Source: an optimization exercise on an open RTL-to-GDS flow (aim: small area, a short achievable clock period and few clock cycles). Production flows keep margins and buffers that such runs may drop. No run shown here included a check of the RTL's function; only the layout flow was run. No activity file was given, so power comes from the tool's default toggle rates.

==> flow/design.v <==
module MUX2_1( out, in1, in0, sel ) ;
output	out;
input	in1, in0, sel;
wire	out;
assign	out = sel ? in1 : in0;
endmodule
module fulladder( sum, cout, a, b, cin ) ;
output sum, cout ;
input a, b, cin ;
wire e1, e2, e3 ;
xor( e1, a, b ) ;
and( e2, a, b ) ;
xor( sum, e1, cin ) ;
and( e3, e1, cin ) ;
xor( cout, e2, e3 ) ;
endmodule
module alu1( a, b, cin, cout, sum, Signal ) ;
output cout, sum ;
input a, b, cin ;
input [2:0] Signal ;
wire binvert ;
wire btemp ;
wire s0, s1, s2 ;  
wire ct ;
and( s0, a, b ) ;
or( s1, a, b ) ;
assign binvert = Signal[2] ;
xor( btemp, binvert, b ) ;
fulladder addsub( .sum(s2), .cout(cout), .a(a), .b(btemp), .cin(cin) ) ;
assign sum = ( Signal == 3'b000 ) ? s0 : ( Signal == 3'b001 ) ? s1 : s2 ;  
endmodule
module ALU32( a, b, Signal, result, zero ) ;
input [31:0] a, b ;
input [2:0] Signal ; 
output zero;
output [31:0] result;
wire less ;
wire [31:0] c, sum, set ;
assign set = 32'b0 ;
	alu1 a0( .a(a[0]), .b(b[0]), .cin(Signal[2]), .cout(c[0]), .sum(sum[0]), .Signal(Signal) ) ;
	alu1 a1( .a(a[1]), .b(b[1]), .cin(c[0]), .cout(c[1]), .sum(sum[1]), .Signal(Signal) ) ;
	alu1 a2( .a(a[2]), .b(b[2]), .cin(c[1]), .cout(c[2]), .sum(sum[2]), .Signal(Signal) ) ;
	alu1 a3( .a(a[3]), .b(b[3]), .cin(c[2]), .cout(c[3]), .sum(sum[3]), .Signal(Signal) ) ;
	alu1 a4( .a(a[4]), .b(b[4]), .cin(c[3]), .cout(c[4]), .sum(sum[4]), .Signal(Signal) ) ;
	alu1 a5( .a(a[5]), .b(b[5]), .cin(c[4]), .cout(c[5]), .sum(sum[5]), .Signal(Signal) ) ;
	alu1 a6( .a(a[6]), .b(b[6]), .cin(c[5]), .cout(c[6]), .sum(sum[6]), .Signal(Signal) ) ;
	alu1 a7( .a(a[7]), .b(b[7]), .cin(c[6]), .cout(c[7]), .sum(sum[7]), .Signal(Signal) ) ;
	alu1 a8( .a(a[8]), .b(b[8]), .cin(c[7]), .cout(c[8]), .sum(sum[8]), .Signal(Signal) ) ;
	alu1 a9( .a(a[9]), .b(b[9]), .cin(c[8]), .cout(c[9]), .sum(sum[9]), .Signal(Signal) ) ;
	alu1 a10( .a(a[10]), .b(b[10]), .cin(c[9]), .cout(c[10]), .sum(sum[10]), .Signal(Signal) ) ;
	alu1 a11( .a(a[11]), .b(b[11]), .cin(c[10]), .cout(c[11]), .sum(sum[11]), .Signal(Signal) ) ;
	alu1 a12( .a(a[12]), .b(b[12]), .cin(c[11]), .cout(c[12]), .sum(sum[12]), .Signal(Signal) ) ;
	alu1 a13( .a(a[13]), .b(b[13]), .cin(c[12]), .cout(c[13]), .sum(sum[13]), .Signal(Signal) ) ;
	alu1 a14( .a(a[14]), .b(b[14]), .cin(c[13]), .cout(c[14]), .sum(sum[14]), .Signal(Signal) ) ;
	alu1 a15( .a(a[15]), .b(b[15]), .cin(c[14]), .cout(c[15]), .sum(sum[15]), .Signal(Signal) ) ;
	alu1 a16( .a(a[16]), .b(b[16]), .cin(c[15]), .cout(c[16]), .sum(sum[16]), .Signal(Signal) ) ;
	alu1 a17( .a(a[17]), .b(b[17]), .cin(c[16]), .cout(c[17]), .sum(sum[17]), .Signal(Signal) ) ;
	alu1 a18( .a(a[18]), .b(b[18]), .cin(c[17]), .cout(c[18]), .sum(sum[18]), .Signal(Signal) ) ;
	alu1 a19( .a(a[19]), .b(b[19]), .cin(c[18]), .cout(c[19]), .sum(sum[19]), .Signal(Signal) ) ;
	alu1 a20( .a(a[20]), .b(b[20]), .cin(c[19]), .cout(c[20]), .sum(sum[20]), .Signal(Signal) ) ;
	alu1 a21( .a(a[21]), .b(b[21]), .cin(c[20]), .cout(c[21]), .sum(sum[21]), .Signal(Signal) ) ;
	alu1 a22( .a(a[22]), .b(b[22]), .cin(c[21]), .cout(c[22]), .sum(sum[22]), .Signal(Signal) ) ;
	alu1 a23( .a(a[23]), .b(b[23]), .cin(c[22]), .cout(c[23]), .sum(sum[23]), .Signal(Signal) ) ;
	alu1 a24( .a(a[24]), .b(b[24]), .cin(c[23]), .cout(c[24]), .sum(sum[24]), .Signal(Signal) ) ;
	alu1 a25( .a(a[25]), .b(b[25]), .cin(c[24]), .cout(c[25]), .sum(sum[25]), .Signal(Signal) ) ;
	alu1 a26( .a(a[26]), .b(b[26]), .cin(c[25]), .cout(c[26]), .sum(sum[26]), .Signal(Signal) ) ;
	alu1 a27( .a(a[27]), .b(b[27]), .cin(c[26]), .cout(c[27]), .sum(sum[27]), .Signal(Signal) ) ;
	alu1 a28( .a(a[28]), .b(b[28]), .cin(c[27]), .cout(c[28]), .sum(sum[28]), .Signal(Signal) ) ;
	alu1 a29( .a(a[29]), .b(b[29]), .cin(c[28]), .cout(c[29]), .sum(sum[29]), .Signal(Signal) ) ;
	alu1 a30( .a(a[30]), .b(b[30]), .cin(c[29]), .cout(c[30]), .sum(sum[30]), .Signal(Signal) ) ;
	alu1 a31( .a(a[31]), .b(b[31]), .cin(c[30]), .cout(c[31]), .sum(sum[31]), .Signal(Signal) ) ;
	assign less = ( sum[31] == 1'b1 ) ? 1 : 0 ;  
	assign result = ( Signal == 3'b111 ) ? less : sum[31:0] ; 
	assign zero = ( result == 32'b0 ) ? 1'b1 : 1'b0 ; 
endmodule
module Shifter( dataA, dataB, dataOut );
input [31:0] dataA ;
input [4:0] dataB ;  
output [31:0] dataOut ;
wire [31:0] 	ST1, ST2, ST3, ST4;  
wire [31:0]     set, temp;
MUX2_1 m0( ST1[0], 1'b0, dataA[0], dataB[0] );
MUX2_1 m1( ST1[1], dataA[0], dataA[1], dataB[0] );
MUX2_1 m2( ST1[2], dataA[1], dataA[2], dataB[0] );
MUX2_1 m3( ST1[3], dataA[2], dataA[3], dataB[0] );
MUX2_1 m4( ST1[4], dataA[3], dataA[4], dataB[0] );
MUX2_1 m5( ST1[5], dataA[4], dataA[5], dataB[0] );
MUX2_1 m6( ST1[6], dataA[5], dataA[6], dataB[0] );
MUX2_1 m7( ST1[7], dataA[6], dataA[7], dataB[0] );
MUX2_1 m8( ST1[8], dataA[7], dataA[8], dataB[0] );
MUX2_1 m9( ST1[9], dataA[8], dataA[9], dataB[0] );
MUX2_1 m10( ST1[10], dataA[9], dataA[10], dataB[0] );
MUX2_1 m11( ST1[11], dataA[10], dataA[11], dataB[0] );
MUX2_1 m12( ST1[12], dataA[11], dataA[12], dataB[0] );
MUX2_1 m13( ST1[13], dataA[12], dataA[13], dataB[0] );
MUX2_1 m14( ST1[14], dataA[13], dataA[14], dataB[0] );
MUX2_1 m15( ST1[15], dataA[14], dataA[15], dataB[0] );
MUX2_1 m16( ST1[16], dataA[15], dataA[16], dataB[0] );
MUX2_1 m17( ST1[17], dataA[16], dataA[17], dataB[0] );
MUX2_1 m18( ST1[18], dataA[17], dataA[18], dataB[0] );
MUX2_1 m19( ST1[19], dataA[18], dataA[19], dataB[0] );
MUX2_1 m20( ST1[20], dataA[19], dataA[20], dataB[0] );
MUX2_1 m21( ST1[21], dataA[20], dataA[21], dataB[0] );
MUX2_1 m22( ST1[22], dataA[21], dataA[22], dataB[0] );
MUX2_1 m23( ST1[23], dataA[22], dataA[23], dataB[0] );
MUX2_1 m24( ST1[24], dataA[23], dataA[24], dataB[0] );
MUX2_1 m25( ST1[25], dataA[24], dataA[25], dataB[0] );
MUX2_1 m26( ST1[26], dataA[25], dataA[26], dataB[0] );
MUX2_1 m27( ST1[27], dataA[26], dataA[27], dataB[0] );
MUX2_1 m28( ST1[28], dataA[27], dataA[28], dataB[0] );
MUX2_1 m29( ST1[29], dataA[28], dataA[29], dataB[0] );
MUX2_1 m30( ST1[30], dataA[29], dataA[30], dataB[0] );
MUX2_1 m31( ST1[31], dataA[30], dataA[31], dataB[0] );
MUX2_1 ms0( ST2[0], 1'b0, ST1[0], dataB[1] );
MUX2_1 ms1( ST2[1], 1'b0, ST1[1], dataB[1] );
MUX2_1 ms2( ST2[2], ST1[0], ST1[2], dataB[1] );
MUX2_1 ms3( ST2[3], ST1[1], ST1[3], dataB[1] );
MUX2_1 ms4( ST2[4], ST1[2], ST1[4], dataB[1] );
MUX2_1 ms5( ST2[5], ST1[3], ST1[5], dataB[1] );
MUX2_1 ms6( ST2[6], ST1[4], ST1[6], dataB[1] );
MUX2_1 ms7( ST2[7], ST1[5], ST1[7], dataB[1] );
MUX2_1 ms8( ST2[8], ST1[6], ST1[8], dataB[1] );
MUX2_1 ms9( ST2[9], ST1[7], ST1[9], dataB[1] );
MUX2_1 ms10( ST2[10], ST1[8], ST1[10], dataB[1] );
MUX2_1 ms11( ST2[11], ST1[9], ST1[11], dataB[1] );
MUX2_1 ms12( ST2[12], ST1[10], ST1[12], dataB[1] );
MUX2_1 ms13( ST2[13], ST1[11], ST1[13], dataB[1] );
MUX2_1 ms14( ST2[14], ST1[12], ST1[14], dataB[1] );
MUX2_1 ms15( ST2[15], ST1[13], ST1[15], dataB[1] );
MUX2_1 ms16( ST2[16], ST1[14], ST1[16], dataB[1] );
MUX2_1 ms17( ST2[17], ST1[15], ST1[17], dataB[1] );
MUX2_1 ms18( ST2[18], ST1[16], ST1[18], dataB[1] );
MUX2_1 ms19( ST2[19], ST1[17], ST1[19], dataB[1] );
MUX2_1 ms20( ST2[20], ST1[18], ST1[20], dataB[1] );
MUX2_1 ms21( ST2[21], ST1[19], ST1[21], dataB[1] );
MUX2_1 ms22( ST2[22], ST1[20], ST1[22], dataB[1] );
MUX2_1 ms23( ST2[23], ST1[21], ST1[23], dataB[1] );
MUX2_1 ms24( ST2[24], ST1[22], ST1[24], dataB[1] );
MUX2_1 ms25( ST2[25], ST1[23], ST1[25], dataB[1] );
MUX2_1 ms26( ST2[26], ST1[24], ST1[26], dataB[1] );
MUX2_1 ms27( ST2[27], ST1[25], ST1[27], dataB[1] );
MUX2_1 ms28( ST2[28], ST1[26], ST1[28], dataB[1] );
MUX2_1 ms29( ST2[29], ST1[27], ST1[29], dataB[1] );
MUX2_1 ms30( ST2[30], ST1[28], ST1[30], dataB[1] );
MUX2_1 ms31( ST2[31], ST1[29], ST1[31], dataB[1] );
MUX2_1 mt0( ST3[0], 1'b0, ST2[0], dataB[2] );
MUX2_1 mt1( ST3[1], 1'b0, ST2[1], dataB[2] );
MUX2_1 mt2( ST3[2], 1'b0, ST2[2], dataB[2] );
MUX2_1 mt3( ST3[3], 1'b0, ST2[3], dataB[2] );
MUX2_1 mt4( ST3[4], ST2[0], ST2[4], dataB[2] );
MUX2_1 mt5( ST3[5], ST2[1], ST2[5], dataB[2] );
MUX2_1 mt6( ST3[6], ST2[2], ST2[6], dataB[2] );
MUX2_1 mt7( ST3[7], ST2[3], ST2[7], dataB[2] );
MUX2_1 mt8( ST3[8], ST2[4], ST2[8], dataB[2] );
MUX2_1 mt9( ST3[9], ST2[5], ST2[9], dataB[2] );
MUX2_1 mt10( ST3[10], ST2[6], ST2[10], dataB[2] );
MUX2_1 mt11( ST3[11], ST2[7], ST2[11], dataB[2] );
MUX2_1 mt12( ST3[12], ST2[8], ST2[12], dataB[2] );
MUX2_1 mt13( ST3[13], ST2[9], ST2[13], dataB[2] );
MUX2_1 mt14( ST3[14], ST2[10], ST2[14], dataB[2] );
MUX2_1 mt15( ST3[15], ST2[11], ST2[15], dataB[2] );
MUX2_1 mt16( ST3[16], ST2[12], ST2[16], dataB[2] );
MUX2_1 mt17( ST3[17], ST2[13], ST2[17], dataB[2] );
MUX2_1 mt18( ST3[18], ST2[14], ST2[18], dataB[2] );
MUX2_1 mt19( ST3[19], ST2[15], ST2[19], dataB[2] );
MUX2_1 mt20( ST3[20], ST2[16], ST2[20], dataB[2] );
MUX2_1 mt21( ST3[21], ST2[17], ST2[21], dataB[2] );
MUX2_1 mt22( ST3[22], ST2[18], ST2[22], dataB[2] );
MUX2_1 mt23( ST3[23], ST2[19], ST2[23], dataB[2] );
MUX2_1 mt24( ST3[24], ST2[20], ST2[24], dataB[2] );
MUX2_1 mt25( ST3[25], ST2[21], ST2[25], dataB[2] );
MUX2_1 mt26( ST3[26], ST2[22], ST2[26], dataB[2] );
MUX2_1 mt27( ST3[27], ST2[23], ST2[27], dataB[2] );
MUX2_1 mt28( ST3[28], ST2[24], ST2[28], dataB[2] );
MUX2_1 mt29( ST3[29], ST2[25], ST2[29], dataB[2] );
MUX2_1 mt30( ST3[30], ST2[26], ST2[30], dataB[2] );
MUX2_1 mt31( ST3[31], ST2[27], ST2[31], dataB[2] );
MUX2_1 mf0( ST4[0], 1'b0, ST3[0], dataB[3] );
MUX2_1 mf1( ST4[1], 1'b0, ST3[1], dataB[3] );
MUX2_1 mf2( ST4[2], 1'b0, ST3[2], dataB[3] );
MUX2_1 mf3( ST4[3], 1'b0, ST3[3], dataB[3] );
MUX2_1 mf4( ST4[4], 1'b0, ST3[4], dataB[3] );
MUX2_1 mf5( ST4[5], 1'b0, ST3[5], dataB[3] );
MUX2_1 mf6( ST4[6], 1'b0, ST3[6], dataB[3] );
MUX2_1 mf7( ST4[7], 1'b0, ST3[7], dataB[3] );
MUX2_1 mf8( ST4[8], ST3[0], ST3[8], dataB[3] );
MUX2_1 mf9( ST4[9], ST3[1], ST3[9], dataB[3] );
MUX2_1 mf10( ST4[10], ST3[2], ST3[10], dataB[3] );
MUX2_1 mf11( ST4[11], ST3[3], ST3[11], dataB[3] );
MUX2_1 mf12( ST4[12], ST3[4], ST3[12], dataB[3] );
MUX2_1 mf13( ST4[13], ST3[5], ST3[13], dataB[3] );
MUX2_1 mf14( ST4[14], ST3[6], ST3[14], dataB[3] );
MUX2_1 mf15( ST4[15], ST3[7], ST3[15], dataB[3] );
MUX2_1 mf16( ST4[16], ST3[8], ST3[16], dataB[3] );
MUX2_1 mf17( ST4[17], ST3[9], ST3[17], dataB[3] );
MUX2_1 mf18( ST4[18], ST3[10], ST3[18], dataB[3] );
MUX2_1 mf19( ST4[19], ST3[11], ST3[19], dataB[3] );
MUX2_1 mf20( ST4[20], ST3[12], ST3[20], dataB[3] );
MUX2_1 mf21( ST4[21], ST3[13], ST3[21], dataB[3] );
MUX2_1 mf22( ST4[22], ST3[14], ST3[22], dataB[3] );
MUX2_1 mf23( ST4[23], ST3[15], ST3[23], dataB[3] );
MUX2_1 mf24( ST4[24], ST3[16], ST3[24], dataB[3] );
MUX2_1 mf25( ST4[25], ST3[17], ST3[25], dataB[3] );
MUX2_1 mf26( ST4[26], ST3[18], ST3[26], dataB[3] );
MUX2_1 mf27( ST4[27], ST3[19], ST3[27], dataB[3] );
MUX2_1 mf28( ST4[28], ST3[20], ST3[28], dataB[3] );
MUX2_1 mf29( ST4[29], ST3[21], ST3[29], dataB[3] );
MUX2_1 mf30( ST4[30], ST3[22], ST3[30], dataB[3] );
MUX2_1 mf31( ST4[31], ST3[23], ST3[31], dataB[3] );
MUX2_1 mff0( temp[0], 1'b0, ST4[0], dataB[4] );
MUX2_1 mff1( temp[1], 1'b0, ST4[1], dataB[4] );
MUX2_1 mff2( temp[2], 1'b0, ST4[2], dataB[4] );
MUX2_1 mff3( temp[3], 1'b0, ST4[3], dataB[4] );
MUX2_1 mff4( temp[4], 1'b0, ST4[4], dataB[4] );
MUX2_1 mff5( temp[5], 1'b0, ST4[5], dataB[4] );
MUX2_1 mff6( temp[6], 1'b0, ST4[6], dataB[4] );
MUX2_1 mff7( temp[7], 1'b0, ST4[7], dataB[4] );
MUX2_1 mff8( temp[8], 1'b0, ST4[8], dataB[4] );
MUX2_1 mff9( temp[9], 1'b0, ST4[9], dataB[4] );
MUX2_1 mff10( temp[10], 1'b0, ST4[10], dataB[4] );
MUX2_1 mff11( temp[11], 1'b0, ST4[11], dataB[4] );
MUX2_1 mff12( temp[12], 1'b0, ST4[12], dataB[4] );
MUX2_1 mff13( temp[13], 1'b0, ST4[13], dataB[4] );
MUX2_1 mff14( temp[14], 1'b0, ST4[14], dataB[4] );
MUX2_1 mff15( temp[15], 1'b0, ST4[15], dataB[4] );
MUX2_1 mff16( temp[16], ST4[0], ST4[16], dataB[4] );
MUX2_1 mff17( temp[17], ST4[1], ST4[17], dataB[4] );
MUX2_1 mff18( temp[18], ST4[2], ST4[18], dataB[4] );
MUX2_1 mff19( temp[19], ST4[3], ST4[19], dataB[4] );
MUX2_1 mff20( temp[20], ST4[4], ST4[20], dataB[4] );
MUX2_1 mff21( temp[21], ST4[5], ST4[21], dataB[4] );
MUX2_1 mff22( temp[22], ST4[6], ST4[22], dataB[4] );
MUX2_1 mff23( temp[23], ST4[7], ST4[23], dataB[4] );
MUX2_1 mff24( temp[24], ST4[8], ST4[24], dataB[4] );
MUX2_1 mff25( temp[25], ST4[9], ST4[25], dataB[4] );
MUX2_1 mff26( temp[26], ST4[10], ST4[26], dataB[4] );
MUX2_1 mff27( temp[27], ST4[11], ST4[27], dataB[4] );
MUX2_1 mff28( temp[28], ST4[12], ST4[28], dataB[4] );
MUX2_1 mff29( temp[29], ST4[13], ST4[29], dataB[4] );
MUX2_1 mff30( temp[30], ST4[14], ST4[30], dataB[4] );
MUX2_1 mff31( temp[31], ST4[15], ST4[31], dataB[4] );
assign dataOut = temp ; 
endmodule
module TotalALU( Operation, opcode, immed, a, b, result, zero, clk );
input clk;
input [2:0] Operation;
input [5:0] opcode ;
input [15:0] immed ;
input [31:0] a, b ;
output zero ;
output [31:0] result ;
parameter AND = 6'b100100;
parameter OR  = 6'b100101;
parameter ADD = 6'b100000;
parameter SUB = 6'b100010;
parameter SLT = 6'b101010;
parameter SLL = 6'b000000;
parameter MULTU=6'b011001;
parameter MFHI= 6'b010000;
parameter MFLO= 6'b010010;
wire [5:0] get_immed ;
wire [31:0] ALUOut, ShifterOut ;
	assign get_immed = immed[5:0];
ALU32 ALU( .a(a), .b(b), .Signal(Operation), .result(ALUOut), .zero(zero) );
Shifter Shifter( .dataA(b), .dataB(immed[10:6]), .dataOut(ShifterOut) );
	assign result = ( Operation == 3'b100 ) ? ShifterOut : ALUOut;
endmodule
module mux2( sel, a, b, y );
    parameter bitwidth=32;
    input sel;
    input  [bitwidth-1:0] a, b;
    output [bitwidth-1:0] y;
    assign y = sel ? b : a;
endmodule
module mux3( sel, a, b, c, y );
    parameter bitwidth=32;
    input [1:0] sel;
    input  [bitwidth-1:0] a, b, c;
    output [bitwidth-1:0] y;
    assign y = (sel == 2'b01) ? b : (sel == 2'b10) ? c : a;
endmodule
module add32(a, b, result);
  input [31:0] a, b;
  output [31:0] result;
  assign result = a + b;
endmodule
module sign_extend( immed_in, ext_immed_out );
	input[15:0] immed_in;
	output[31:0] ext_immed_out;
	assign ext_immed_out = { {16{immed_in[15]}}, immed_in };
endmodule
module alu_ctl(ALUOp, Funct, ALUOperation);
    input [1:0] ALUOp;
    input [5:0] Funct;
    output [2:0] ALUOperation;
    reg    [2:0] ALUOperation;
    parameter F_add = 6'd32;
    parameter F_sub = 6'd34;
    parameter F_and = 6'd36;
    parameter F_or  = 6'd37;
    parameter F_slt = 6'd42;
    parameter F_sll = 6'd00;
    parameter ALU_add = 3'b010;
    parameter ALU_sub = 3'b110;
    parameter ALU_and = 3'b000;
    parameter ALU_or  = 3'b001;
    parameter ALU_slt = 3'b111;
    parameter ALU_sll = 3'b100;
    always @(*) begin
        case (ALUOp)
            2'b00 : ALUOperation = ALU_add;
            2'b01 : ALUOperation = ALU_sub;
            default : case (Funct)
                        F_sub : ALUOperation = ALU_sub;
                        F_and : ALUOperation = ALU_and;
                        F_or  : ALUOperation = ALU_or;
                        F_slt : ALUOperation = ALU_slt;
                        F_sll : ALUOperation = ALU_sll;
                        default : ALUOperation = ALU_add;
                      endcase
        endcase
    end
endmodule
module control_unit( opcode, funct, RegDst, ALUSrc, MemtoReg, RegWrite, MemRead, MemWrite,
                     Branch, Jump, Link, ALUOp, Mult, MfHi, MfLo, UseRs, UseRt );
    input  [5:0] opcode, funct;
    output RegDst, ALUSrc, MemtoReg, RegWrite, MemRead, MemWrite, Branch, Jump, Link;
    output Mult, MfHi, MfLo, UseRs, UseRt;
    output [1:0] ALUOp;
    reg RegDst, ALUSrc, MemtoReg, RegWrite, MemRead, MemWrite, Branch, Jump, Link;
    reg Mult, MfHi, MfLo, UseRs, UseRt;
    reg [1:0] ALUOp;
    parameter R_FORMAT = 6'd0;
    parameter ADDIU = 6'd9;
    parameter LW = 6'd35;
    parameter SW = 6'd43;
    parameter BEQ = 6'd4;
    parameter J = 6'd2;
    parameter JAL = 6'd3;
    parameter F_mul  = 6'd25;
    parameter F_sll  = 6'd0;
    parameter F_mfhi = 6'b010000;
    parameter F_mflo = 6'b010010;
    always @(*) begin
        RegDst = 1'b0; ALUSrc = 1'b0; MemtoReg = 1'b0; RegWrite = 1'b0; MemRead = 1'b0;
        MemWrite = 1'b0; Branch = 1'b0; Jump = 1'b0; Link = 1'b0; ALUOp = 2'b00;
        Mult = 1'b0; MfHi = 1'b0; MfLo = 1'b0; UseRs = 1'b0; UseRt = 1'b0;
        case ( opcode )
          R_FORMAT : begin
                RegDst = 1'b1; ALUOp = 2'b10;
                case ( funct )
                  F_mul  : begin Mult = 1'b1; UseRs = 1'b1; UseRt = 1'b1; end
                  F_mfhi : begin MfHi = 1'b1; RegWrite = 1'b1; end
                  F_mflo : begin MfLo = 1'b1; RegWrite = 1'b1; end
                  F_sll  : begin UseRt = 1'b1; RegWrite = 1'b1; end
                  default: begin UseRs = 1'b1; UseRt = 1'b1; RegWrite = 1'b1; end
                endcase
            end
          ADDIU : begin ALUSrc = 1'b1; RegWrite = 1'b1; UseRs = 1'b1; end
          LW    : begin ALUSrc = 1'b1; MemtoReg = 1'b1; RegWrite = 1'b1; MemRead = 1'b1; UseRs = 1'b1; end
          SW    : begin ALUSrc = 1'b1; MemWrite = 1'b1; UseRs = 1'b1; UseRt = 1'b1; end
          BEQ   : begin Branch = 1'b1; ALUOp = 2'b01; UseRs = 1'b1; UseRt = 1'b1; end
          J     : begin Jump = 1'b1; end
          JAL   : begin Jump = 1'b1; Link = 1'b1; RegWrite = 1'b1; end
          default : ;
        endcase
    end
endmodule
module reg_file( clk, RegWrite, RN1, RN2, WN, WD, RD1, RD2 );
	input clk;
	input RegWrite;
	input [4:0] RN1, RN2, WN;
	input [31:0] WD;
	output [31:0] RD1, RD2;
	reg [31:0] file_array [31:1];
	assign RD1 = ( RN1 == 5'd0 ) ? 32'd0 :
	             ( RegWrite && ( WN == RN1 ) ) ? WD : file_array[RN1];
	assign RD2 = ( RN2 == 5'd0 ) ? 32'd0 :
	             ( RegWrite && ( WN == RN2 ) ) ? WD : file_array[RN2];
	always @( posedge clk ) begin
		if ( RegWrite && ( WN != 5'd0 ) )
			file_array[WN] <= WD;
	end
endmodule
module ForwardingUnit( MEM_wr, MEM_rd, WB_wr, WB_rd, EX_rs, EX_rt, ForwardA, ForwardB );
input MEM_wr, WB_wr;
input [4:0] MEM_rd, WB_rd, EX_rs, EX_rt;
output [1:0] ForwardA, ForwardB;
assign ForwardA = ( MEM_wr && MEM_rd != 5'd0 && MEM_rd == EX_rs ) ? 2'b10 :
                  ( WB_wr  && WB_rd  != 5'd0 && WB_rd  == EX_rs ) ? 2'b01 : 2'b00;
assign ForwardB = ( MEM_wr && MEM_rd != 5'd0 && MEM_rd == EX_rt ) ? 2'b10 :
                  ( WB_wr  && WB_rd  != 5'd0 && WB_rd  == EX_rt ) ? 2'b01 : 2'b00;
endmodule
module Multiplier( clk, reset, start, dataA, dataB, busy, HiOut, LoOut );
input clk, reset, start;
input [31:0] dataA, dataB;
output busy;
output [31:0] HiOut, LoOut;
reg busy;
reg [4:0] counter;
reg [31:0] mcand;
reg [63:0] prod;
reg [63:0] HiLo;
wire [32:0] sum;
assign sum = prod[0] ? ( {1'b0, prod[63:32]} + {1'b0, mcand} ) : {1'b0, prod[63:32]};
always @( posedge clk ) begin
  if ( reset ) begin
    busy <= 1'b0;
    counter <= 5'd0;
    HiLo <= 64'd0;
  end
  else if ( start ) begin
    busy <= 1'b1;
    counter <= 5'd0;
    mcand <= dataA;
    prod <= {32'd0, dataB};
  end
  else if ( busy ) begin
    prod <= {sum, prod[31:1]};
    counter <= counter + 5'd1;
    if ( counter == 5'd31 ) begin
      busy <= 1'b0;
      HiLo <= {sum, prod[31:1]};
    end
  end
end
assign HiOut = HiLo[63:32];
assign LoOut = HiLo[31:0];
endmodule
module pipeline_cpu( clk, rst,
                     imem_addr, imem_rdata,
                     dmem_addr, dmem_wdata, dmem_we, dmem_re, dmem_rdata,
                     wb_we, wb_addr, wb_data );
	input clk, rst;
	output [31:0] imem_addr;
	input  [31:0] imem_rdata;
	output [31:0] dmem_addr, dmem_wdata;
	output dmem_we, dmem_re;
	input  [31:0] dmem_rdata;
	output wb_we;
	output [4:0] wb_addr;
	output [31:0] wb_data;
	localparam MN = 8;
	reg  [31:2] pc;
	reg         ifid_valid;
	reg  [31:0] ifid_ir;	 
	reg         idex_valid, idex_we, idex_memrd, idex_memwr, idex_beq, idex_mult, idex_sub;
	reg         idex_s_add, idex_s_and, idex_s_or, idex_s_slt, idex_s_sll, idex_s_hi, idex_s_lo;
	reg         idex_fa_mem, idex_fa_reg;
	reg         idex_fb_mem, idex_fb_reg;
	reg         idex_bi, idex_bm, idex_br;
	reg  [4:0]  idex_wn;
	reg  [29:0] idex_imm;	 
	reg  [31:0] idex_a, idex_b;
	reg         exmem_we, exmem_memrd, exmem_memwr;
	reg  [4:0]  exmem_wn;
	reg  [31:0] exmem_result, exmem_sd;
	reg         wbo_we;
	reg  [4:0]  wbo_wn;
	reg  [31:0] wbo_wd;
	reg  [31:0] rf [31:1];
	reg         mul_busy;
	reg  [2:0]  mul_cnt;
	reg  [31:0] mcand;
	reg  [33:0] mcand3;		 
	reg  [63:0] hilo;
	wire [31:2] pc4 = pc + 30'd1;
	assign imem_addr = { pc, 2'b00 };
	wire if_jump = ~imem_rdata[31] & imem_rdata[27];
	wire [5:0]  opcode = ifid_ir[31:26];
	wire [4:0]  rs     = ifid_ir[25:21];
	wire [4:0]  rt     = ifid_ir[20:16];
	wire [4:0]  rd     = ifid_ir[15:11];
	wire [5:0]  funct  = ifid_ir[5:0];
	wire op_r     = ( opcode == 6'd0 );
	wire op_addiu = ( opcode == 6'd9 );
	wire op_lw    = ( opcode == 6'd35 );
	wire op_sw    = ( opcode == 6'd43 );
	wire op_beq   = ( opcode == 6'd4 );
	wire op_jal   = ( opcode == 6'd3 );
	wire f_mult   = op_r & ( funct == 6'd25 );
	wire f_mfhi   = op_r & ( funct == 6'd16 );
	wire f_mflo   = op_r & ( funct == 6'd18 );
	wire f_sll    = op_r & ( funct == 6'd0 );
	wire f_alu    = op_r & funct[5];
	wire f_sub    = f_alu & ( funct[3:0] == 4'd2 );
	wire f_and    = f_alu & ( funct[3:0] == 4'd4 );
	wire f_or     = f_alu & ( funct[3:0] == 4'd5 );
	wire f_slt    = f_alu & ( funct[3:0] == 4'd10 );
	wire f_add    = f_alu & ( funct[3:0] == 4'd0 );
	wire beq_same = op_beq & ( rs == rt );
	wire [31:0] link = { pc[31:28], ifid_ir[25:0], 2'b00 };
	wire beq_cond = op_beq & ~beq_same;
	wire use_rs   = f_alu | f_mult | op_addiu | op_lw | op_sw | beq_cond;
	wire use_rt   = f_alu | f_sll | f_mult | op_sw | beq_cond;
	wire [4:0] wn = op_jal ? 5'd31 : op_r ? rd : rt;
	wire wr       = ( f_alu | f_sll | f_mfhi | f_mflo | op_addiu | op_lw | op_jal ) & ( wn != 5'd0 );
	wire alusrc   = op_addiu | op_lw | op_sw;
	reg  [31:0] rf_ra, rf_rb;
	integer ri;
	always @(*) begin
		rf_ra = 32'd0;
		rf_rb = 32'd0;
		for ( ri = 1; ri < 32; ri = ri + 1 ) begin
			rf_ra = rf_ra | ( {32{rs == ri}} & rf[ri] );
			rf_rb = rf_rb | ( {32{rt == ri}} & rf[ri] );
		end
	end
	wire [31:0] mem_wd;
	wire byp_a = exmem_we & ( exmem_wn == rs );
	wire byp_b = exmem_we & ( exmem_wn == rt );
	wire [31:0] rf_a = byp_a ? mem_wd : op_jal ? 32'd0 : rf_ra;
	wire [31:0] rf_b = byp_b ? mem_wd : op_jal ? link  : rf_rb;
	wire fa_mem = ~op_jal & idex_valid & idex_we & ( idex_wn == rs );
	wire fb_mem = ~op_jal & idex_valid & idex_we & ( idex_wn == rt );
	wire [31:2] id_target = pc + { {14{ifid_ir[15]}}, ifid_ir[15:0] };
	wire mul_last = mul_busy & ( mul_cnt == MN - 1 );
	wire load_use = idex_valid & idex_memrd & idex_we &
	                ( ( use_rs & ( rs == idex_wn ) ) | ( use_rt & ( rt == idex_wn ) ) );
	wire mul_haz  = ( f_mult | f_mfhi | f_mflo ) & ( ( idex_valid & idex_mult ) | ( mul_busy & ~mul_last ) );
	wire id_stall = ifid_valid & ( load_use | mul_haz );
	wire id_go    = ifid_valid & ~id_stall;
	wire [31:0] ex_a  = ( {32{idex_fa_mem}} & exmem_result ) | ( {32{idex_fa_reg}} & idex_a );
	wire [31:0] ex_b  = ( {32{idex_fb_mem}} & exmem_result ) | ( {32{idex_fb_reg}} & idex_b );
	wire [31:0] ex_imm = { {16{idex_imm[15]}}, idex_imm[15:0] };
	wire [31:0] alu_b = ( {32{idex_bm}} & exmem_result ) | ( {32{idex_br}} & idex_b ) | ( {32{idex_bi}} & ex_imm );
	wire [31:0] sum   = ex_a + ( alu_b ^ {32{idex_sub}} ) + { 31'd0, idex_sub };
	wire [31:0] shl   = alu_b << idex_imm[10:6];
	wire [31:0] ex_result = ( {32{idex_s_add}}  & sum ) |
	                        ( {32{idex_s_and}}  & ( ex_a & alu_b ) ) |
	                        ( {32{idex_s_or}}   & ( ex_a | alu_b ) ) |
	                        ( {32{idex_s_slt}}  & { 31'd0, sum[31] } ) |
	                        ( {32{idex_s_sll}}  & shl ) |
	                        ( {32{idex_s_hi}}   & hilo[63:32] ) |
	                        ( {32{idex_s_lo}}   & hilo[31:0] );
	wire mispredict = idex_valid & idex_beq & ( ex_a == ex_b );
	wire mul_start  = idex_valid & idex_mult;
	assign dmem_addr  = exmem_result;
	assign dmem_wdata = exmem_sd;
	assign dmem_we    = exmem_memwr;
	assign dmem_re    = exmem_memrd;
	assign mem_wd     = exmem_memrd ? dmem_rdata : exmem_result;
	always @( posedge clk ) begin
		if ( exmem_we && !rst )
			rf[exmem_wn] <= mem_wd;
	end
	assign wb_we   = wbo_we;
	assign wb_addr = wbo_wn;
	assign wb_data = wbo_wd;
	wire [1:0]  md0 = hilo[1:0];
	wire [1:0]  md1 = hilo[3:2];
	wire [33:0] pp0 = ( {34{md0 == 2'd1}} & { 2'b00, mcand } ) | ( {34{md0 == 2'd2}} & { 1'b0, mcand, 1'b0 } ) |
	                  ( {34{md0 == 2'd3}} & mcand3 );
	wire [33:0] pp1 = ( {34{md1 == 2'd1}} & { 2'b00, mcand } ) | ( {34{md1 == 2'd2}} & { 1'b0, mcand, 1'b0 } ) |
	                  ( {34{md1 == 2'd3}} & mcand3 );
	wire [35:0] macc = { 4'd0, hilo[63:32] } + { 2'b00, pp0 } + { pp1, 2'b00 };
	always @( posedge clk ) begin
		if ( rst ) begin
			mul_busy <= 1'b0;
			mul_cnt  <= 3'd0;
			hilo     <= 64'd0;
		end
		else if ( mul_start ) begin
			mul_busy <= 1'b1;
			mul_cnt  <= 3'd0;
			mcand    <= ex_a;
			mcand3   <= { 2'b00, ex_a } + { 1'b0, ex_a, 1'b0 };
			hilo     <= { 32'd0, ex_b };
		end
		else if ( mul_busy ) begin
			hilo    <= { macc, hilo[31:4] };
			mul_cnt <= mul_cnt + 3'd1;
			if ( mul_last )
				mul_busy <= 1'b0;
		end
	end
	always @( posedge clk ) begin
		if ( rst ) begin
			pc          <= 30'd0;
			ifid_valid  <= 1'b0;
			idex_valid  <= 1'b0;
			exmem_we    <= 1'b0;
			exmem_memrd <= 1'b0;
			exmem_memwr <= 1'b0;
			wbo_we      <= 1'b0;
		end
		else begin
			if ( mispredict )                pc <= idex_imm;
			else if ( id_stall )             pc <= pc;
			else if ( id_go & beq_same )     pc <= id_target;
			else if ( if_jump )              pc <= { pc4[31:28], imem_rdata[25:0] };
			else                             pc <= pc4;
			if ( mispredict || ( id_go && beq_same ) )
				ifid_valid <= 1'b0;
			else if ( !id_stall ) begin
				ifid_valid <= 1'b1;
				ifid_ir    <= if_jump ? { imem_rdata[31:26], pc4[27:2] } : imem_rdata;
			end
			idex_valid <= id_go & ~mispredict;
			exmem_we    <= idex_valid & idex_we;
			exmem_memrd <= idex_valid & idex_memrd;
			exmem_memwr <= idex_valid & idex_memwr;
			wbo_we      <= exmem_we;
		end
		idex_we   <= wr;
		idex_memrd <= op_lw;
		idex_memwr <= op_sw;
		idex_beq  <= beq_cond;
		idex_mult <= f_mult;
		idex_sub  <= f_sub | f_slt;
		idex_s_add <= f_add | f_sub | op_addiu | op_lw | op_sw | op_jal;
		idex_s_and <= f_and;
		idex_s_or  <= f_or;
		idex_s_slt <= f_slt;
		idex_s_sll <= f_sll;
		idex_s_hi  <= f_mfhi;
		idex_s_lo  <= f_mflo;
		idex_fa_mem <= fa_mem;
		idex_fa_reg <= ~fa_mem;
		idex_fb_mem <= fb_mem;
		idex_fb_reg <= ~fb_mem;
		idex_bi <= alusrc;
		idex_bm <= ~alusrc & fb_mem;
		idex_br <= ~alusrc & ~fb_mem;
		idex_wn  <= wn;
		idex_imm <= op_beq ? id_target : { 14'd0, ifid_ir[15:0] };
		idex_a   <= rf_a;
		idex_b   <= rf_b;
		exmem_wn     <= idex_wn;
		exmem_result <= ex_result;
		exmem_sd     <= ex_b;
		wbo_wn   <= exmem_wn;
		wbo_wd   <= mem_wd;
	end
endmodule
==> flow/flow/run.sh <==
#!/bin/bash
# The standard layout (standard.sh) with two changes to how it is made:
#  - the resizer's setup repair aims for SETUP_SLACK_MARGIN ns of slack at the design's
#    clock period (the constraints themselves are unchanged);
#  - the port buffers that buffer_ports inserts are plain buffers (buf_1) instead of the
#    default delay cell; the resizer may resize them like any other cell.
# make's full output goes to flow_make.log in the work folder.
set -euo pipefail
bash standard.sh SETUP_SLACK_MARGIN=12.0 "BUFFER_PORTS_ARGS=-buffer_cell sky130_fd_sc_hd__buf_1" finish > flow_make.log 2>&1
==> flow/standard.sh <==
#!/bin/bash
# synth_recipe.tcl (not shown) runs the flow's synth.tcl, then flattens the netlist and writes it again
# the make line also repeats each setting of config.mk as NAME=value (left out here)
make -C /OpenROAD-flow-scripts/flow DESIGN_CONFIG=/design/flow/config.mk WORK_HOME=/design/flow/orfs CLKGATE_MAP_FILE= SYNTH_SCRIPT=/design/flow/synth_recipe.tcl "${@:-finish}"
==> flow/config.mk <==
export PLATFORM = sky130hd
export DESIGN_NAME = pipeline_cpu
export DESIGN_NICKNAME = pipeline_cpu
export VERILOG_FILES = /design/flow/design.v
export SDC_FILE = /design/flow/constraint.sdc
export NUM_CORES = 4
export LEC_CHECK = 0
export CAP_MARGIN = 20
export CELL_PAD_IN_SITES_DETAIL_PLACEMENT = 1
export CELL_PAD_IN_SITES_GLOBAL_PLACEMENT = 1
export CORE_MARGIN = 2
export CORE_UTILIZATION = 50
export CTS_CLUSTER_DIAMETER = 100
export CTS_CLUSTER_SIZE = 20
export SLEW_MARGIN = 20
==> flow/constraint.sdc <==
create_clock -name core_clock -period 16.5 [get_ports {clk}]
set_input_delay 3.3000 -clock core_clock [delete_from_list [all_inputs] [get_ports {clk}]]
set_output_delay 3.3000 -clock core_clock [all_outputs]
set_load 0.01 [all_outputs]
==> notes.md, run 1 <==
- Status: no timing/DRC/antenna violations
- Final Max Slew Viols: 0
- Final min period: 4.65 ns
- Top cell type by total area after synthesis: edfxtp_1
- Post-synthesis compound-gate area fraction: 21.5%
- Leakage: 27.5 nW
- Initial Utilization: 50.4%
- DP Wirelength: 217 mm
- Max H-tree Level: 3
- Drt pass-1 iters: 11
- Startpoint types: register
- Area growth, synth to finish: 14.8%
- Mapped Avg Cell Area: 12.0 um^2
- Setup TNS: 0 ns
- Crit. Startpoint: exmem_result[8]
- Biggest regs: rf (992), hilo (64), mcand3 (34)
- Worst r2r src: ifid_ir[17]
- Top_reg_cell synth: edfxtp_1
- FMAX: between 200 and 250 MHz
- Post-synthesis adder-cell area fraction: 3.44%
- Overall routing resource usage: 49.2%
- Pwr/cell area: 102 mW/mm^2
- Root buf cell: clkbuf_16
- TritonCTS clock tree: yes
- Worst slew pin tran: 1.32 ns
- Die width: between 300 and 400 um
- Post-synthesis mux area share: 3.17%
- Peak supply drop: 0.000117 V
- Routed WL per cell: roughly 46 um
- WP data arrival: ~1.4 ns
- Synthesized instance count: 5687
- Clk_skew: 0.0509 ns
- Fillers: ~13000
- Hold path startpoint: idex_wn[1]
- Max cap viols: 0
- Hold-fix buffers, CTS: 0
- Max-slew headroom at the worst pin: 11.5%
- Layout Nets: 6182
- #FFs+latches synth: around 1400
- First-pass GRT wire length: roughly 480 mm
- Yosys warns: 1
- Die area: 0.139 mm^2
- Die H: 373 um
- Largest family of logic cells by synthesized area: compound AO/OA/AOI/OAI gates
- Number of I/O port buffers: 199
- Worst min-delay path category: register to register
- Antenna violations before repair: 33
- Core area: approximately 0.14 mm^2
- Largest net degree at the start of global routing: 100
- Post-route ant nets: 0
- Post-synth cell types: 83
- Clock slew at reported path FFs: 0.10 ns
- Iteration-0 DRC count of the detailed router: 12446
- RSZ-0062 raised after global routing: yes
- Largest fanout on the critical path: 2
- Worst-Skew Late Latency: 0.79 ns
- Via-to-Cell Ratio: 7.99
- Final hold violations: 0
- XOR/XNOR Fraction of Synth Area: 2.75%
- Routability cong.: 0.997
- Site Rows: 135
- Yosys top cell area share: between 40 and 50%
- Synth cell count leaders: 1089 x edfxtp_1, 599 x a22oi_1, 345 x clkbuf_1
- Critical path data required time: 13.20 ns
- Final core occ: 57.8%
- Num CTS Buffers: 84
- CP Class: register to output pin
- Via Count: 62347
- I/O pin cnt: just over 200
- Drc violations: 0
- Count leader, synth: edfxtp_1
- Via count of the first global-routing pass: 59194
- Asr flop ratio synth: 0%
- Syn Std Cell Area: 0.0682 mm^2
- Max Buffers Root-to-Sink: 3
- Num Clock Sinks: around 1400
- Crit end category: output pin
- Final Cycle Share: between 20 and 30%
- Final setup violation count: 0
- Layout cells sized above 1: 16.5%
- Largest cells by area after synthesis: edfxtp_1 48%, dfxtp_1 9.7%, a22oi_1 6.6%
- Post-synth EDFFs: between 1000 and 1500
- Synth Area in Simple Gates: 8.75%
- GRT overflow: 0
- Register area share after synthesis: between 50% and 60%
- Largest Register: rf
- Max FFs per register: 992
- WL final: 359 mm
==> worst paths after layout <==
check | endpoint | slack (ns) | cells past startpoint
min reg2reg | exmem_wn[1] | 0.41 | 0
min | exmem_wn[1] | 0.41 | 0
max | dmem_addr[8] | 11.85 | 2
max reg2reg | idex_b[9] | 11.96 | 8
==> kinds of logic after synthesis <==
logic type | count (synthesis)
xor+xnor | 214
compound gates | 1959
flops | 1418
simple gates | 1216
buf+inv | 508
other cells | 1
mux | 204
fa+ha+maj | 167
==> per-stage QoR <==
step | setup slack, ns | cells | area (um^2) | hold slack [ns] | power, mW
2_1_floorplan | 11.35 | 5688 | 68500 | 0.329 | 4.91
3_3_place_gp | 9.68 | 7465 | 71900 | 0.397 | 5.49
3_5_place_dp | 9.63 | 7467 | 71900 | 0.394 | 5.51
4_1_cts | 11.84 | 7754 | 77300 | 0.406 | 7.81
5_1_grt | 11.84 | 7795 | 78300 | 0.419 | 8.10
6_report | 11.85 | 7808 | 78300 | 0.409 | 7.95
==> power by group <==
part	internal, mW	switching, mW
Sequential	3.94	0.0940
Clock	1.03	1.30
Combinational	0.531	1.06
Total	5.50	2.45
==> final cells by class <==
cell class | count | area, um^2 | share of cell area [%]
well taps | 1781 | 2230 | 2.85
clock buffers | 132 | 2320 | 2.97
multi-input cells | 3764 | 28000 | 35.8
repair inverters | 9 | 60.1 | 0.0767
diodes | 15 | 37.5 | 0.0479
inverters | 115 | 469 | 0.599
clock inverters | 17 | 294 | 0.376
repair buffers | 557 | 5250 | 6.70
flip-flops and latches | 1418 | 39600 | 50.6
==> placed cells by master (no fill, tap or decap), types with 24 or more instances in the layout <==
cell,instances
nor2_1,224
ha_1,133
inv_1,98
nor2b_1,24
edfxtp_1,1089
nor2_4,96
o211ai_1,80
fa_1,33
dfxtp_2,48
a22o_1,288
mux2_2,82
xor2_1,81
mux2i_1,110
clkbuf_16,96
nor3_1,57
buf_6,137
a221o_1,27
nor3b_1,26
nand4_1,143
xnor2_1,133
o22ai_1,41
clkbuf_1,46
dfxtp_4,67
buf_1,64
buf_2,25
a21o_1,59
a211oi_1,71
o21ai_0,210
nand2_1,268
a222oi_1,59
a221oi_1,209
nor4_1,24
buf_4,268
or4_1,35
a22oi_1,592
a21oi_1,175
nand3_1,181
dfxtp_1,214
==> critical path, cell delays in order, from the launching register on <==
cell     delay (ns)
dfxtp_2        0.34
buf_6          0.13
buf_6          0.12
==> metal layers <==
| metal | up-vias | track usage (%) | wire, um |
|---|---|---|---|
| met5 | - | 0.583 | 490 |
| li1 | 23358 | - | - |
| met2 | 6357 | 70.4 | 147000 |
| met1 | 30414 | 58.0 | 118000 |
| met3 | 2174 | 20.8 | 55600 |
| met4 | 44 | 38.7 | 37800 |
==> repair_timing <==
item / 4_1_cts / 5_1_grt
gates cloned: 13 / 17
endpoints found under the hold margin: 0 / 0
buffers inserted: 125 / 18
gates resized for setup: 514 / 115
pin swaps: 29 / 17
endpoints found under the setup margin: 1319 / 1006
==> run 2: changes to the inputs <==
--- a/flow/config.mk
+++ b/flow/config.mk
@@ -14,2 +14,3 @@
 export CTS_CLUSTER_SIZE = 20
 export SLEW_MARGIN = 20
+export TNS_END_PERCENT = 10
==> notes.md, run 2 <==
- Layout cells sized above 1: 12.0% (was 16.5%)
- Reg2reg setup slack: 11.80 ns (was 11.96 ns)
- GRT overflow: 0 (unchanged)
- Routed WL per cell: 44.6 um (was 46.0 um)
- Final setup violation count: 0 (unchanged)
- Area after DPL: 0.0718 mm^2 (was 0.0719 mm^2)
- Hold-fix buffers, CTS: 0 (unchanged)
- Biggest regs: rf (992), hilo (64), mcand3 (34) (unchanged)
- Final Max Slew Viols: 0 (unchanged)
- Core area: 0.135 mm^2 (unchanged)
- Hold WS: 0.394 ns (was 0.409 ns)
- Peak supply drop: 0.000110 V (was 0.000117 V)
- Placed Instances: 7458 (was 7467)
- Leakage: 26.4 nW (was 27.5 nW)
- CP Class: input pin to register (was register to output pin)
- FF-to-FF End: idex_b[17] (was idex_b[9])
- Hold path startpoint: idex_wn[1] (unchanged)
- Area growth, synth to finish: 11.4% (was 14.8%)
- R2R depth: 9 (was 8)
- RSZ-0062 raised after global routing: yes (unchanged)
- Power, Total: 7.84 mW (was 7.95 mW)
- Largest cells by area after synthesis: edfxtp_1 48%, dfxtp_1 9.7%, a22oi_1 6.6% (unchanged)
- Post-route ant nets: 0 (unchanged)
- Post-synth cell types: 83 (unchanged)
- Site Rows: 135 (unchanged)
- Worst slew pin tran: 1.34 ns (was 1.32 ns)
- CP max stage cell: mux2i_1 (was dfxtp_2)
- Root buf cell: clkbuf_16 (unchanged)
- Yosys top cell area share: 47.9% (unchanged)
- Layout Nets: 6083 (was 6182)
- WP data arrival: 5.13 ns (was 1.35 ns)
- Synthesized instance count: 5687 (unchanged)
- Via-to-Cell Ratio: 7.94 (was 7.99)
- Critical path data required time: 16.79 ns (was 13.20 ns)
- Max H-tree Level: 3 (unchanged)
- Drc violations: 0 (unchanged)
- I/O pin cnt: 202 (unchanged)
- WL final: 344 mm (was 359 mm)
- Top cell type by total area after synthesis: edfxtp_1 (unchanged)
- #FFs+latches synth: 1418 (unchanged)
- Antenna violations before repair: 36 (was 33)
- Iteration-0 DRC count of the detailed router: 11845 (was 12446)
- Largest stage delay on the critical path: 0.91 ns (was 0.34 ns)
- Via Count: 61261 (was 62347)
- Syn Std Cell Area: 0.0682 mm^2 (unchanged)
- Largest net degree at the start of global routing: 100 (unchanged)
- CP cell instances: buf_1 -> mux2i_1 -> inv_1 (was buf_6 -> buf_6)
- Worst min-delay path category: register to register (unchanged)
- Fin area: 0.0760 mm^2 (was 0.0783 mm^2)
- Die area: 0.139 mm^2 (unchanged)
- Synth cell count leaders: 1089 x edfxtp_1, 599 x a22oi_1, 345 x clkbuf_1 (unchanged)
- Place WS: 9.82 ns (was 9.63 ns)
- Hold Path Depth: 0 (unchanged)
- Max cap viols: 0 (unchanged)
- Final core occ: 56.1% (was 57.8%)
- DP Wirelength: 214 mm (was 217 mm)
- Num CTS Buffers: 83 (was 84)
- Overall routing resource usage: 47.8% (was 49.2%)
- Worst r2r src: ifid_ir[17] (unchanged)
- Clock slew at reported path FFs: 0.09 ns (was 0.10 ns)
- Count leader, synth: edfxtp_1 (unchanged)
- Die width: 373 um (unchanged)
- Startpoint types: input pin (was register)
- Register area share after synthesis: 57.6% (unchanged)
- Yosys warns: 1 (unchanged)
- Die H: 373 um (unchanged)
- Post-synth EDFFs: 1089 (unchanged)
- Worst-Skew Late Latency: 0.78 ns (was 0.79 ns)
- Routability cong.: 1.04 (was 0.997)
- Layout Cells excl Fill: 7717 (was 7808)
- Setup TNS: 0 ns (unchanged)
- Mapped Avg Cell Area: 12.0 um^2 (unchanged)
- Commonest non-fill, non-tap cells in the layout: 1089 x edfxtp_1, 592 x a22oi_1, 288 x a22o_1 (unchanged)
- Clk_skew: 0.0789 ns (was 0.0509 ns)
- Max-slew headroom at the worst pin: 10.3% (was 11.5%)
- Final hold violations: 0 (unchanged)
- Top_reg_cell synth: edfxtp_1 (unchanged)
- Setup ws final: 11.66 ns (was 11.85 ns)
- Min-Delay Endpoint: exmem_wn[1] (unchanged)
- Number of I/O port buffers: 199 (unchanged)
- Num Clock Sinks: 1418 (unchanged)
- FMAX: 207 MHz (was 215 MHz)
- Max FFs per register: 992 (unchanged)
- Initial Utilization: 50.4% (unchanged)
- Asr flop ratio synth: 0% (unchanged)
- Drt pass-1 iters: 10 (was 11)
- First-pass GRT wire length: 468 mm (was 478 mm)
- Pwr/cell area: 103 mW/mm^2 (was 102 mW/mm^2)
- Via count of the first global-routing pass: 58798 (was 59194)
- Commonest non-fill, non-tap cell in the layout: edfxtp_1 (unchanged)
- Final min period: 4.84 ns (was 4.65 ns)
- Max Buffers Root-to-Sink: 3 (unchanged)
- TritonCTS clock tree: yes (unchanged)
- Status: no timing/DRC/antenna violations (unchanged)
- Final Cycle Share: 29.3% (was 28.2%)
- Largest fanout on the critical path: 32 (was 2)
- Crit end category: register (was output pin)
- Largest Register: rf (unchanged)
## run 2: cell counts after synthesis
No cell type changed its count.
## run 2: how the worst max path moves through the flow
stage / slack, ns / cells past startpoint / startpoint / endpoint
final: 11.66 / 3 / dmem_rdata[30] / rf[31][30]
after global routing: 11.71 / 1 / exmem_result[21] / dmem_addr[21]
after detailed placement: 9.82 / 6 / rst / rf[22][17]
after CTS: 11.73 / 1 / exmem_result[9] / dmem_addr[9]
after floorplan: 11.35 / 4 / rst / rf[10][0]
after global placement: 9.81 / 6 / rst / rf[22][17]
## run 2: what timing repair did
action                                  4_1_cts  5_1_grt
buffers inserted                             34       48
cloned                                        3        2
endpoints found under the setup margin     1368     1110
pin swaps                                    22       11
resized for setup                           107      176
hold endpoints to repair                      0        0
## run 2: kinds of logic after synthesis
family / synth area share (%)
DFF: 57.6
AOI/OAI and AO/OA: 21.5
adders and majority gates: 3.44
muxes: 3.17
and+or+nand+nor: 8.75
other: 0.00550
xor gates and xnor gates: 2.75
buffers and inverters: 2.84
## run 2: critical path, delay by kind of cell
| family | cells | cell delay [ns] |
|---|---|---|
| buffers and inverters | 2 | 0.90 |
| multiplexers | 1 | 0.91 |
## run 2: metal layers
layer | track usage, % | share of wire (%) | vias up
met4 | 33.9 | 9.2 | 38
li1 | - | - | 23149
met1 | 57.0 | 33 | 30122
met3 | 20.5 | 16 | 1945
met5 | 1.23 | 0.16 | -
met2 | 69.0 | 41 | 6007
## run 2: layout make-up
type                       count  area (um^2)
fill                       13669        59500
sequential                  1418        39400
multi-input combinational   3764        28000
timing repair buffer         466         3290
clock buffer                 140         2350
tap                         1781         2230
inverter                     115          439
clock inverter                15          218
antenna                       16         40.0
timing repair inverter         2         10.0
## run 2: report_power, final
part	total [mW]	switching [mW]	internal [mW]
Sequential	4.04	0.0996	3.94
Clock	2.28	1.28	1.00
Combinational	1.52	1.02	0.491
Total	7.84	2.40	5.44
==> run 3: changes to the inputs <==
--- a/flow/config.mk
+++ b/flow/config.mk
@@ -10,7 +10,6 @@
 export CELL_PAD_IN_SITES_GLOBAL_PLACEMENT = 1
 export CORE_MARGIN = 2
-export CORE_UTILIZATION = 50
+export CORE_UTILIZATION = 60
 export CTS_CLUSTER_DIAMETER = 100
 export CTS_CLUSTER_SIZE = 20
 export SLEW_MARGIN = 20
-export TNS_END_PERCENT = 10
==> notes.md, run 3 <==
- Placed Instances: 7168 (was 7458)
- Num Clock Sinks: 1418 (unchanged)
- Number of I/O port buffers: 199 (unchanged)
- Worst setup endpoint GRT: dmem_re
- Stopped at: global routing (5_1_grt)
- Largest cells by area after synthesis: edfxtp_1 48%, dfxtp_1 9.7%, a22oi_1 6.6% (unchanged)
- Post-synth EDFFs: 1089 (unchanged)
- Die H: 341 um (was 373 um)
- Initial Utilization: 60.6% (was 50.4%)
- Num CTS Buffers: 83 (unchanged)
- Max Buffers Root-to-Sink: 3 (unchanged)
- Register area share after synthesis: 57.6% (unchanged)
- DP Wirelength: 209 mm (was 214 mm)
- Worst ep type: primary output
- Die width: 341 um (was 373 um)
- Mapped Avg Cell Area: 12.0 um^2 (unchanged)
- Root buf cell: clkbuf_16 (unchanged)
- Overall routing resource usage: roughly 80%
- Synthesized instance count: 5687 (unchanged)
- Max H-tree Level: 3 (unchanged)
- Area after DPL: 0.0714 mm^2 (was 0.0718 mm^2)
- I/O pin cnt: 202 (unchanged)
- Site Rows: 123 (was 135)
- Largest net degree at the start of global routing: 100
- Top_reg_cell synth: edfxtp_1 (unchanged)
- Status: aborted with a tool error (was no timing/DRC/antenna violations)
- Antenna violations before repair: 66
- Post-synth cell types: 83 (unchanged)
- Routability cong.: 1.07 (was 1.04)
- Top cell type by total area after synthesis: edfxtp_1 (unchanged)
- #FFs+latches synth: 1418 (unchanged)
- Asr flop ratio synth: 0% (unchanged)
- GRT overflow: 169
- Synth cell count leaders: 1089 x edfxtp_1, 599 x a22oi_1, 345 x clkbuf_1 (unchanged)
- Count leader, synth: edfxtp_1 (unchanged)
- Yosys warns: 1 (unchanged)
- Syn Std Cell Area: 0.0682 mm^2 (unchanged)
- Yosys top cell area share: 47.9% (unchanged)
- First Error: [ERROR GRT-0232] Routing congestion too high. Check the congestion heatmap in the GUI.
==> run 3: cell counts after synthesis <==
No cell type changed its count.
==> run 3: logic make-up after synthesis <==
logic type	synth area share, %
XOR/XNOR	2.75
flip-flops	57.6
other	0.00550
buffers and inverters	2.84
multiplexers	3.17
adder cells (fa/ha/maj)	3.44
AND/OR/NAND/NOR	8.75
AO/OA/AOI/OAI	21.5
==> run 3: what timing repair did <==
item,4_1_cts
gates resized for setup,508
cloned,10
endpoints found under the setup margin,1223
buffers inserted,125
hold buffers,0
pin swaps,28
==> run 3: worst max-delay path by stage <==
stage,endpoint,slack (ns),cells after the start
3_3_place_gp,rf[21][13],9.84,6
4_1_cts,dmem_re,11.86,2
2_1_floorplan,rf[10][0],11.35,4
3_5_place_dp,rf[21][13],9.67,6
==> run 3: power by group through the flow <==
stage | clock network, mW | logic (mW) | registers (mW)
after floorplan | 0 | 0.838 | 4.07
after global placement | 0 | 1.32 | 4.12
after detailed placement | 0 | 1.36 | 4.12
after CTS | 2.21 | 1.45 | 4.03
==> run 3: routing by layer <==
metal / GRT usage (%) / overflow
met1: 82.3 / 5
met2: 92.8 / 80
met3: 72.2 / 10
met4: 76.9 / 74
met5: 51.0 / 0
==> run 3: per-stage QoR <==
step | setup WS (ns) | utilization [%] | power, mW
after floorplan | 11.35 | - | 4.91
after global placement | 9.84 | 63.4 | 5.44
after detailed placement | 9.67 | 63.4 | 5.48
after CTS | 11.86 | 68.1 | 7.69
==> run 4: changes to the inputs <==
--- a/flow/design.v
+++ b/flow/design.v
@@ -461,5 +461,5 @@
 	reg  [31:0] rf [31:1];
 	reg         mul_busy;
-	reg  [2:0]  mul_cnt;
+	reg  [4:0]  mul_cnt;
 	reg  [31:0] mcand;
 	reg  [33:0] mcand3;		 
@@ -558,10 +558,10 @@
 		if ( rst ) begin
 			mul_busy <= 1'b0;
-			mul_cnt  <= 3'd0;
+			mul_cnt  <= 5'd0;
 			hilo     <= 64'd0;
 		end
 		else if ( mul_start ) begin
 			mul_busy <= 1'b1;
-			mul_cnt  <= 3'd0;
+			mul_cnt  <= 5'd0;
 			mcand    <= ex_a;
 			mcand3   <= { 2'b00, ex_a } + { 1'b0, ex_a, 1'b0 };
@@ -570,5 +570,5 @@
 		else if ( mul_busy ) begin
 			hilo    <= { macc, hilo[31:4] };
-			mul_cnt <= mul_cnt + 3'd1;
+			mul_cnt <= mul_cnt + 5'd1;
 			if ( mul_last )
 				mul_busy <= 1'b0;
==> flow/flow/run.sh (replaced) <==
#!/bin/bash
# The standard layout (standard.sh) with two changes to how it is made:
#  - the resizer's setup repair aims for SETUP_SLACK_MARGIN ns of slack at the design's
#    clock period (the constraints themselves are unchanged);
#  - the port buffers that buffer_ports inserts are plain buffers (buf_2) instead of the
#    default delay cell; the resizer may resize them like any other cell.
# make's full output goes to flow_make.log in the work folder.
set -euo pipefail
bash standard.sh SETUP_SLACK_MARGIN=12.0 "BUFFER_PORTS_ARGS=-buffer_cell sky130_fd_sc_hd__buf_2" finish > flow_make.log 2>&1
--- a/flow/config.mk
+++ b/flow/config.mk
@@ -10,5 +10,5 @@
 export CELL_PAD_IN_SITES_GLOBAL_PLACEMENT = 1
 export CORE_MARGIN = 2
-export CORE_UTILIZATION = 60
+export CORE_UTILIZATION = 40
 export CTS_CLUSTER_DIAMETER = 100
 export CTS_CLUSTER_SIZE = 20
==> notes.md, run 4 <==
- Biggest regs: rf (992), hilo (64), mcand3 (34)
- Asr flop ratio synth: 0% (unchanged)
- Hold WS: 0.399 ns
- Antenna violations before repair: 14
- Commonest non-fill, non-tap cell in the layout: edfxtp_1
- Synthesized instance count: 5671 (was 5687)
- Largest stage delay on the critical path: 0.90 ns
- Count leader, synth: edfxtp_1 (unchanged)
- Status: no timing/DRC/antenna violations (was aborted with a tool error)
- Critical path data required time: about 17 ns
- Core area: 0.170 mm^2
- Yosys warns: 1 (unchanged)
- Final Max Slew Viols: 0
- Placed Instances: 7893 (was 7168)
- Worst min-delay path category: register to register
- Drc violations: 0
- Fin area: a little under 0.08 mm^2
- Max H-tree Level: 3 (unchanged)
- First-pass GRT wire length: 485 mm
- Leakage: 27.6 nW
- Worst slew pin tran: 1.26 ns
- Layout Cells excl Fill: 8191
- WP buf/inv: 2
- Die width: 418 um (was 341 um)
- Hold Path Depth: 0
- Die H: 418 um (was 341 um)
- Commonest non-fill, non-tap cells in the layout: 1089 x edfxtp_1, 469 x a22oi_1, 351 x a22o_1
- Synth cell count leaders: 1089 x edfxtp_1, 471 x a22oi_1, 353 x a22o_1 (was 1089 x edfxtp_1, 599 x a22oi_1, 345 x clkbuf_1)
- Overall routing resource usage: 40.1%
- Final setup violation count: 0
- Via-to-Cell Ratio: between 7 and 8
- Max FFs per register: 992
- CP cell instances: buf_2 -> mux2i_2 -> clkinvlp_2
- Num CTS Buffers: 84 (was 83)
- Num Clock Sinks: 1420 (was 1418)
- Pwr/cell area: 102 mW/mm^2
- DP Wirelength: 223 mm (was 209 mm)
- Crit end category: register
- Routability cong.: 0.974 (was 1.07)
- Delay-heaviest family, CP: buffers and inverters
- Largest Register: rf
- Site Rows: 151 (was 123)
- Yosys top cell area share: 47.8% (was 47.9%)
- Number of I/O port buffers: 199 (unchanged)
- WL final: roughly 360 mm
- Startpoint types: input pin
- CP Class: input pin to register
- Hold-fix buffers, CTS: 0 (unchanged)
- FMAX: 209 MHz
- Final min period: 4.77 ns
- Initial Utilization: 40.3% (was 60.6%)
- Top cell type by total area after synthesis: edfxtp_1 (unchanged)
- Via count of the first global-routing pass: approximately 58000
- Via Count: around 60000
- Max Buffers Root-to-Sink: 3 (unchanged)
- Largest cells by area after synthesis: edfxtp_1 48%, dfxtp_1 9.7%, a22oi_1 5.2% (was edfxtp_1 48%, dfxtp_1 9.7%, a22oi_1 6.6%)
- Power, Total: about 8.0 mW
- Drt pass-1 iters: 9
- Max-slew headroom at the worst pin: 15.3%
- GRT overflow: 0
- CP max stage cell: clkinvlp_2
- Layout cells sized above 1: between 10% and 20%
- Post-route ant nets: 0
- I/O pin cnt: 202 (unchanged)
- Clock slew at reported path FFs: 0.09 ns
- TritonCTS clock tree: yes
- Final Cycle Share: 28.9%
- Iteration-0 DRC count of the detailed router: roughly 10000
- Die area: 0.174 mm^2
- Hold path startpoint: idex_wn[1]
- Max cap viols: 0
- Clk_skew: 0.0726 ns
- Min-Delay Endpoint: exmem_wn[1]
- Mapped Avg Cell Area: 12.1 um^2 (was 12.0 um^2)
- Register area share after synthesis: 57.5% (was 57.6%)
- Reg2reg setup slack: between 10 and 15 ns
- Largest fanout on the critical path: 16
- RSZ-0062 raised after global routing: yes
- Final hold violations: 0
- Root buf cell: clkbuf_16 (unchanged)
- Setup TNS: 0 ns
- #FFs+latches synth: 1420 (was 1418)
- Area after DPL: 0.0730 mm^2 (was 0.0714 mm^2)
- Worst r2r src: ifid_ir[21]
- Largest net degree at the start of global routing: 103
- Top_reg_cell synth: edfxtp_1 (unchanged)
- Post-synth cell types: 85 (was 83)
- Post-synth EDFFs: 1089 (unchanged)
- WP data arrival: between 5 and 6 ns
- Syn Std Cell Area: 0.0684 mm^2 (was 0.0682 mm^2)
- Area growth, synth to finish: 14.9%
- Layout Nets: 6127
- FF-to-FF End: idex_a[24]
- Worst-Skew Late Latency: 0.80 ns
- R2R depth: 8
- Peak supply drop: 0.000101 V
- Routed WL per cell: between 40 and 50 um
[run 4: worst max-delay path by stage]
stage	start	end	cells after the start
2_1_floorplan	rst	mcand3[0]	4
3_3_place_gp	rst	rf[6][9]	8
3_5_place_dp	rst	rf[6][9]	8
4_1_cts	exmem_memrd	dmem_re	2
5_1_grt	exmem_memrd	dmem_re	2
6_report	dmem_rdata[5]	rf[5][5]	3
[run 4: metal layers]
metal | part of all wire (%) | track usage [%] | up-vias | wire (um)
met3 | 12 | 11.4 | 1428 | 45000
met4 | 8.1 | 25.5 | 14 | 29300
met2 | 43 | 60.7 | 5113 | 157000
met1 | 36 | 50.4 | 30429 | 132000
met5 | 0.063 | 0.667 | - | 228
li1 | - | - | 23264 | -
[run 4: cells by family after synthesis]
group	Yosys count	share of synthesized area (%)
AOI/OAI and AO/OA	1958	21.6
xor gates and xnor gates	213	2.73
adders and majority gates	166	3.41
buffers and inverters	508	2.81
DFF	1420	57.5
muxes	236	3.70
other	1	0.00548
and+or+nand+nor	1169	8.29
[run 4: stage by stage]
stage	utilization [%]	setup slack, ns
6_report	46.3	11.73
5_1_grt	46.3	11.80
4_1_cts	45.9	11.81
3_5_place_dp	43.0	10.32
3_3_place_gp	43.0	10.32
2_1_floorplan	-	11.42
[run 4: what timing repair did]
action                                  in CTS  in global routing
endpoints found under the setup margin    1228                352
gates cloned                                 5                  9
gates resized for setup                    391                 81
setup buffers                              100                 18
pin swaps                                   20                  8
[run 4: power by group]
group | switching (mW) | total, mW | internal [mW]
clock | 1.32 | 2.33 | 1.01
combinational | 1.07 | 1.61 | 0.545
sequential | 0.0916 | 4.04 | 3.95
[run 4: area by class of cell]
| type | instances | area (um^2) |
|---|---|---|
| Timing Repair inverter | 6 | 42.5 |
| Timing Repair Buffer | 516 | 4840 |
| Clock inverter | 15 | 239 |
| Inverter | 123 | 488 |
| Clock buffer | 140 | 2360 |
| Multi-Input combinational cell | 3744 | 28100 |
| Antenna cell | 9 | 22.5 |
| Sequential cell | 1420 | 39700 |
| Tap cell | 2218 | 2780 |
| Fill cell | 17511 | 91100 |

[what the ideal ports hide]
No port has a modelled driver above. Below, the same layouts with a new extraction and two added sets of constraints. Step 1 (the two cells are an assumption about what drives the block):
set clk [get_ports {clk}]
set_driving_cell -lib_cell sky130_fd_sc_hd__clkbuf_16 $clk
set_driving_cell -lib_cell sky130_fd_sc_hd__buf_2 [delete_from_list [all_inputs] $clk]
Step 2 moves the port delays by t, midway between the first and last clock arrival at a register: inputs arrive t later, outputs are due t later. That takes back most of the time a late clock gives input paths. Three values: ideal, step 1, step 2; two values: the first two.
run | t, ns | setup WS [ns] | worst data-port slew with drivers (ns) | pins driven straight from the clock port
run 1 | 0.843 | 11.845 / 11.760 / 11.123 | 0.08 | 1
run 2 | 0.815 | 11.664 / 11.624 / 10.904 | 0.07 | 1
run 4 | 0.855 | 11.726 / 11.738 / 10.940 | 0.05 | 1
After both steps every run listed still meets setup and hold. For run 4, which loses most, drivers alone change the setup slack by +0.012 ns; drivers and shift together by -0.786 ns.
